Context: an optimization exercise on an open-source flow, tuned for small area. The choices shown serve that exercise and are no tape-out recipe.
Only simulation tests tie the RTL to the original design; equivalence was not proved.
No driver is modelled on the clock port, so clocking that relies on it looks cheaper here than on a real chip.
Power is estimated from default activity; no workload was simulated.

job 101:
## Top
module Top #(
    parameter CLK_FREQ = 32'd2_000_000
) (
    input             clk,
    input             rstn,
    input             sw,
    input      [6:0]  keys,
    input             uart_rx,
    output            uart_tx,
    output     [7:0]  led,
    output     [3:0]  seg_sel,
    output     [7:0]  seg_data,
    output            bram_wr_en,
    output     [9:0]  bram_wr_addr,
    output     [7:0]  bram_wr_data
);
wire rst = ~rstn;
reg  [10:0] ms_cnt;
wire ms_tick = &{ms_cnt[10:6], ms_cnt[3:0]};
wire us_tick = (ms_cnt[5:0] == 6'd1);
always @(posedge clk) begin
    if (rst | ms_tick) ms_cnt <= 11'd0;
    else               ms_cnt <= ms_cnt + 11'd1;
end
reg  [8:0] blink_ms;
wire blink_end = (blink_ms == 9'd67);
wire blink_tick = blink_end & ms_tick;
always @(posedge clk) begin
    if (rst)          blink_ms <= 9'd0;
    else if (ms_tick) blink_ms <= blink_end ? 9'd0 : {blink_ms[7:0], ~(blink_ms[8] ^ blink_ms[4])};
end
wire [7:0] kin = {~sw, keys};
reg  [7:0] kprev;
reg  [7:0] kstab;
reg        ksamp;
reg [15:0] kcnt;
wire [7:0] kchg = kin ^ kprev;
wire       kany = |kchg;
wire       kfin = ksamp & (kcnt == 16'hff2f);
always @(posedge clk) begin
    if (rst) begin
        ksamp <= 1'b0;
        kprev <= 8'hff;
        kstab <= 8'hff;
    end else begin
        ksamp <= ksamp ? ~kfin : kany;
        kprev <= kin;
        if (kfin) kstab <= kprev;
    end
end
always @(posedge clk) begin
    if (rst | ~ksamp | kany) kcnt <= 16'd0;
    else                     kcnt <= {kcnt[14:0], ~(kcnt[15] ^ kcnt[13] ^ kcnt[12] ^ kcnt[10])};
end
wire [6:0] kfall = {7{kfin}} & kstab[6:0] & ~kprev[6:0];
reg        press0;
reg  [2:0] pressk;        
always @(posedge clk) begin
    if (rst) begin
        press0 <= 1'b0;
        pressk <= 3'd0;
    end else begin
        press0 <= kfall[0];
        pressk <= kfall[1] ? 3'd1 : kfall[2] ? 3'd2 : kfall[3] ? 3'd3 :
                  kfall[4] ? 3'd4 : kfall[5] ? 3'd5 : kfall[6] ? 3'd6 : 3'd0;
    end
end
wire sw_on = ~kstab[7];
localparam S_PEND = 3'd0;
localparam S_LD1  = 3'd1;
localparam S_LD   = 3'd3;
localparam S_RUN  = 3'd2;
localparam S_DN1  = 3'd6;
localparam S_DN   = 3'd4;
  ...
For scale: about 730 cells after synthesis.
export LEC_CHECK = 0
export CAP_MARGIN = 20
export CORE_MARGIN = 2
export CORE_UTILIZATION = 40
export SLEW_MARGIN = 20
create_clock -name core_clock -period 12.0 [get_ports {clk}]
standard.sh (not shown) runs the stock make flow with config.mk's settings and CLKGATE_MAP_FILE= SYNTH_SCRIPT=/design/flow/synth_recipe.tcl, a recipe that flattens the netlist after the stock synthesis.
==> flow/flow/run.sh <==
#!/bin/bash
# Layout flow: the standard synthesis, then an area-oriented re-mapping
# of the combinational logic only (every register cell of the standard
# synthesis is kept as it is, with its name and type), then the standard
# ORFS layout with single-cell port buffers and a clock tree of clkbuf_8
# without dummy loads. Each tool's output goes to a log file here.
set -euo pipefail
HERE=$(pwd)
LIB=$FLOW_HOME/platforms/$FLOW_PLATFORM/lib/sky130_fd_sc_hd__tt_025C_1v80.lib
RES=$HERE/orfs/results/$FLOW_PLATFORM/Top/base

# 1. standard synthesis
bash standard.sh synth > synth_standard.log 2>&1

# 2. re-map the combinational logic for area
cp $RES/1_2_yosys.v $HERE/netlist_standard.v
DU=$(sed -n '/^export DONT_USE_CELLS/,/^$/p' $FLOW_HOME/platforms/$FLOW_PLATFORM/config.mk \
     | grep -o 'sky130_fd_sc_hd__[a-z0-9_]*' | sort -u | sed 's/^/-dont_use /' | tr '\n' ' ')
cat > $HERE/reopt.ys <<EOT
read_liberty -ignore_miss_func $LIB
setattr -mod -set keep_hierarchy 1 sky130_fd_sc_hd__df* sky130_fd_sc_hd__edf* sky130_fd_sc_hd__sdf* sky130_fd_sc_hd__sedf* sky130_fd_sc_hd__dlx* sky130_fd_sc_hd__dlr* sky130_fd_sc_hd__dlclkp* sky130_fd_sc_hd__sdlclkp*
read_verilog $HERE/netlist_standard.v
hierarchy -top $FLOW_TOP
flatten
rename -hide w:*.*
opt_clean -purge
abc -liberty $LIB $DU -script $HERE/flow/area.abc
opt_clean -purge
hilomap -singleton -hicell sky130_fd_sc_hd__conb_1 HI -locell sky130_fd_sc_hd__conb_1 LO
splitnets
opt_clean -purge
insbuf -buf sky130_fd_sc_hd__buf_1 A X
read_liberty -overwrite -lib $LIB
hierarchy -top $FLOW_TOP
check -assert
stat -liberty $LIB
write_verilog -noattr -noexpr -nohex -nodec $HERE/netlist_reopt.v
EOT
YOSYS=$FLOW_HOME/../tools/install/yosys/bin/yosys
[[ -x $YOSYS ]] || YOSYS=yosys
$YOSYS -s $HERE/reopt.ys > reopt_yosys.log 2>&1
cp $HERE/netlist_reopt.v $RES/1_2_yosys.v
rm -f $RES/1_synth.odb $RES/1_synth.sdc

# 3. the rest of the standard layout
export BUFFER_PORTS_ARGS="-buffer_cell sky130_fd_sc_hd__buf_1"
export CTS_ARGS="-sink_clustering_enable -repair_clock_nets -buf_list sky130_fd_sc_hd__clkbuf_8 -dont_use_dummy_load"
bash standard.sh finish > layout_standard.log 2>&1
==> flow/flow/area.abc <==
&get -n
&st
&deepsyn -T 60
&put
&get -n
&st
&dch -f
&nf -a -R 1000
&put
mfs2 -W 4
strash
&get -n
&st
&syn2
&dch -f
&nf -a -R 1000
&put
mfs2 -W 4
strash
&get -n
&st
&deepsyn -T 60
&put
&get -n
&st
&dch -f
&nf -a -R 1000
&put
topo
Job 101 finished all stages; the layout is clean.
Here is what was changed in the inputs of job 102 compared with job 101.
-- flow/flow/area.abc --
<<< job 101, line 1
&get -n
&st
&deepsyn -T 60
&put
>>> job 102, line 1
<<< job 101, line 22
&deepsyn -T 60
&put
&get -n
&st
>>> job 102, line 18
## What came out
Between job 101 and job 102, the critical path depth is lower for job 102.
The global-route track usage on met3 reported for job 102 is smaller than that of job 101 by 0.23 points.
Shortest period the worst path allows | job 102 above job 101
Job 102 against job 101: largest net degree at the start of global routing lower; routed wire length now sits higher; critical path data required time roughly the same; total die area higher.
In the reports for job 101 and job 102, the smaller first-iteration DRC count belongs to job 101.
Job 102 against job 101: layout overhead on the synthesized area moved down; average footprint of a synthesized cell dropped about 0.7%; switching power now larger.

---

Starting RTL as in the previous note.
==> flow/design.v (excerpt) <==
module Top #(
    parameter CLK_FREQ = 32'd2_000_000
) (
    input             clk,
    input             rstn,
    input             sw,
    input      [6:0]  keys,
    input             uart_rx,
    output            uart_tx,
    output     [7:0]  led,
    output     [3:0]  seg_sel,
    output     [7:0]  seg_data,
    output            bram_wr_en,
    output     [9:0]  bram_wr_addr,
    output     [7:0]  bram_wr_data
);
Settings: LEC_CHECK=0, CAP_MARGIN=20, CORE_MARGIN=2, CORE_UTILIZATION=60, SLEW_MARGIN=20; clock period 12.0 ns.
==> flow/flow/run.sh <==
#!/bin/bash
# Layout flow: the standard synthesis, then an area-oriented re-mapping
# of the combinational logic only (every register cell of the standard
# synthesis is kept as it is, with its name and type), then the standard
# ORFS layout with single-cell port buffers and a clock tree of clkbuf_8
# without dummy loads, whose buffers are then sized down where the clock
# slew allows (flow/post_cts.tcl). Each tool's output goes to a log file here.
set -euo pipefail
HERE=$(pwd)
LIB=$FLOW_HOME/platforms/$FLOW_PLATFORM/lib/sky130_fd_sc_hd__tt_025C_1v80.lib
RES=$HERE/orfs/results/$FLOW_PLATFORM/Top/base

# 1. standard synthesis
bash standard.sh synth > synth_standard.log 2>&1

# 2. re-map the combinational logic for area
cp $RES/1_2_yosys.v $HERE/netlist_standard.v
DU=$(sed -n '/^export DONT_USE_CELLS/,/^$/p' $FLOW_HOME/platforms/$FLOW_PLATFORM/config.mk \
     | grep -o 'sky130_fd_sc_hd__[a-z0-9_]*' | sort -u | sed 's/^/-dont_use /' | tr '\n' ' ')
cat > $HERE/reopt.ys <<EOT
read_liberty -ignore_miss_func $LIB
setattr -mod -set keep_hierarchy 1 sky130_fd_sc_hd__df* sky130_fd_sc_hd__edf* sky130_fd_sc_hd__sdf* sky130_fd_sc_hd__sedf* sky130_fd_sc_hd__dlx* sky130_fd_sc_hd__dlr* sky130_fd_sc_hd__dlclkp* sky130_fd_sc_hd__sdlclkp*
read_verilog $HERE/netlist_standard.v
hierarchy -top $FLOW_TOP
flatten
rename -hide w:*.*
opt_clean -purge
abc -liberty $LIB $DU -script $HERE/flow/area.abc
opt_clean -purge
hilomap -singleton -hicell sky130_fd_sc_hd__conb_1 HI -locell sky130_fd_sc_hd__conb_1 LO
splitnets
opt_clean -purge
insbuf -buf sky130_fd_sc_hd__buf_1 A X
read_liberty -overwrite -lib $LIB
hierarchy -top $FLOW_TOP
check -assert
stat -liberty $LIB
write_verilog -noattr -noexpr -nohex -nodec $HERE/netlist_reopt.v
EOT
YOSYS=$FLOW_HOME/../tools/install/yosys/bin/yosys
[[ -x $YOSYS ]] || YOSYS=yosys
$YOSYS -s $HERE/reopt.ys > reopt_yosys.log 2>&1
cp $HERE/netlist_reopt.v $RES/1_2_yosys.v
rm -f $RES/1_synth.odb $RES/1_synth.sdc

# 3. the rest of the standard layout
export BUFFER_PORTS_ARGS="-buffer_cell sky130_fd_sc_hd__buf_1"
export POST_CTS_TCL=$HERE/flow/post_cts.tcl
export CTS_ARGS="-sink_clustering_enable -repair_clock_nets -buf_list sky130_fd_sc_hd__clkbuf_8 -dont_use_dummy_load"
bash standard.sh finish > layout_standard.log 2>&1
==> flow/flow/area.abc <==
&get -n
&st
&deepsyn -T 60
&put
&get -n
&st
&dch -f
&nf -a -R 1000
&put
mfs2 -W 4
strash
&get -n
&st
&syn2
&dch -f
&nf -a -R 1000
&put
mfs2 -W 4
strash
&get -n
&st
&deepsyn -T 60
&put
&get -n
&st
&dch -f
&nf -a -R 1000
&put
topo
==> flow/flow/post_cts.tcl <==
proc my_worst_clk_slew {} {
  set worst 0.0
  foreach pin [get_pins -hierarchical */CLK] {
    set s [get_property $pin slew_max]
    if {$s > $worst} { set worst $s }
  }
  return $worst
}
estimate_parasitics -placement
puts "clock buffer sizing: worst clock-pin slew before [my_worst_clk_slew]"
foreach inst [get_cells clkbuf_*] {
  set old [get_property $inst ref_name]
  if {$old != "sky130_fd_sc_hd__clkbuf_8"} { continue }
  replace_cell $inst sky130_fd_sc_hd__clkbuf_4
  estimate_parasitics -placement
  set w [my_worst_clk_slew]
  if {$w > 0.105} {
    replace_cell $inst $old
    estimate_parasitics -placement
  } else {
    puts "clock buffer sizing: [get_name $inst] -> clkbuf_4 (worst slew $w)"
  }
}
puts "clock buffer sizing: worst clock-pin slew after [my_worst_clk_slew]"
The starting point went through all stages and came out clean.
Then changed:
==> flow/flow/post_cts.tcl (replaced) <==
proc my_worst_clk_slew {} {
  set worst 0.0
  foreach pin [get_pins -hierarchical */CLK] {
    set s [get_property $pin slew_max]
    if {$s > $worst} { set worst $s }
  }
  return $worst
}
estimate_parasitics -placement
puts "clock buffer sizing: worst clock-pin slew before [my_worst_clk_slew]"
foreach {from to} {sky130_fd_sc_hd__clkbuf_8 sky130_fd_sc_hd__clkbuf_4 sky130_fd_sc_hd__clkbuf_4 sky130_fd_sc_hd__clkbuf_2} {
  foreach inst [get_cells clkbuf_*] {
    set old [get_property $inst ref_name]
    if {$old != $from} { continue }
    replace_cell $inst $to
    estimate_parasitics -placement
    set w [my_worst_clk_slew]
    if {$w > 0.118} {
      replace_cell $inst $old
      estimate_parasitics -placement
    } else {
      puts "clock buffer sizing: [get_name $inst] -> $to (worst slew $w)"
    }
  }
}
puts "clock buffer sizing: worst clock-pin slew after [my_worst_clk_slew]"
Outcome: The new run completed without violations. Via count barely changes. Count of clock-buffer cells in the layout is unchanged. Sequential share of layout area came out higher by 0.31 points. Critical path depth came out higher by 1. Die area stays flat. Total power came out higher by 8.0%. Worst setup slack gains 0.058 ns. Maximum frequency came out higher by 1.3%.
Then changed:
--- a/flow/flow/run.sh
+++ b/flow/flow/run.sh
@@ -4,6 +4,5 @@
 # synthesis is kept as it is, with its name and type), then the standard
 # ORFS layout with single-cell port buffers and a clock tree of clkbuf_8
-# without dummy loads, whose buffers are then sized down where the clock
-# slew allows (flow/post_cts.tcl). Each tool's output goes to a log file here.
+# without dummy loads. Each tool's output goes to a log file here.
 set -euo pipefail
 HERE=$(pwd)
@@ -24,5 +23,4 @@
 hierarchy -top $FLOW_TOP
 flatten
-rename -hide w:*.*
 opt_clean -purge
 abc -liberty $LIB $DU -script $HERE/flow/area.abc
@@ -46,5 +44,4 @@
 # 3. the rest of the standard layout
 export BUFFER_PORTS_ARGS="-buffer_cell sky130_fd_sc_hd__buf_1"
-export POST_CTS_TCL=$HERE/flow/post_cts.tcl
 export CTS_ARGS="-sink_clustering_enable -repair_clock_nets -buf_list sky130_fd_sc_hd__clkbuf_8 -dont_use_dummy_load"
 bash standard.sh finish > layout_standard.log 2>&1
==> flow/flow/area.abc (replaced) <==
&get -n
&st
&dch -f
&nf -a -R 1000
&put
mfs2 -W 4
strash
&get -n
&st
&syn2
&dch -f
&nf -a -R 1000
&put
mfs2 -W 4
strash
&get -n
&st
&dch -f
&nf -a -R 1000
&put
topo
Settings changed: CORE_UTILIZATION 60 to 40.
removed: flow/flow/post_cts.tcl
Power fell by 3.8%.
Clock power rose by about 18%.
Core utilization fell by 22 points.
Die area rose by about 50%.
Setup slack is worse by 0.16 ns.
Then changed:
==> flow/run.sh (new file) <==
#!/bin/bash
# synth_recipe.tcl (not shown) runs the flow's synth.tcl, then flattens the netlist and writes it again
# the make line also repeats each setting of config.mk as NAME=value (left out here)
make -C /OpenROAD-flow-scripts/flow DESIGN_CONFIG=/design/flow/config.mk WORK_HOME=/design/flow/orfs CLKGATE_MAP_FILE= SYNTH_SCRIPT=/design/flow/synth_recipe.tcl finish
Settings changed: CTS_BUF_LIST from default to sky130_fd_sc_hd__clkbuf_8.
removed: flow/flow/run.sh
removed: flow/flow/area.abc
removed: flow/standard.sh
Result:
- The new run went through all stages and came out clean
- final area is higher by about a fifth
- global-route usage went down by 1.0 points
- register-to-register slack is better by 1.0 ns
- worst setup slack got worse by 0.024 ns
- hold slack gets better by 0.018 ns
- fmax went down slightly
- power rose by about a fifth
- via count came out higher by roughly a tenth
- routed wire length rises by roughly a tenth
- clock-buffer cell count went up by 3

port drivers added, routing unchanged:
How much do the figures lean on ideal ports? The routed layouts below were timed once more, with nothing changed but the port constraints.
Step 1 sets driving cells, clkbuf_16 on the clock port and buf_2 on the other inputs (assumed; they add their load-dependent delay and slew).
Step 2, shift: input delay + t, output delay - t, t = (earliest + latest rising clock arrival at the registers) / 2. This alone moves slack from input paths to output paths.
a / b / c = ideal ports / drivers / drivers and shift; a / b = the first two.
run	t, ns	setup slack, ns	worst setup path at the end	clock arrival spread, ns
job 101	0.468	7.586 / 7.600 / 7.132	input to register	0.027 / 0.027
job 102	0.466	7.450 / 7.460 / 6.994	input to register	0.031 / 0.030
the first run of note 2	0.597	7.627 / 7.588 / 7.151	input to register	0.033 / 0.033
the second run of note 2	0.589	7.685 / 7.651 / 7.291	input to register	0.043 / 0.042
the third run of note 2	0.477	7.520 / 7.530 / 7.053	input to register	0.041 / 0.041
the fourth run of note 2	0.482	7.497 / 7.456 / 7.809	input to register	0.016 / 0.016
After both steps setup and hold are still met in every run listed. For the first run of note 2, which loses most, drivers alone change the setup slack by -0.039 ns; drivers and shift together by -0.476 ns.
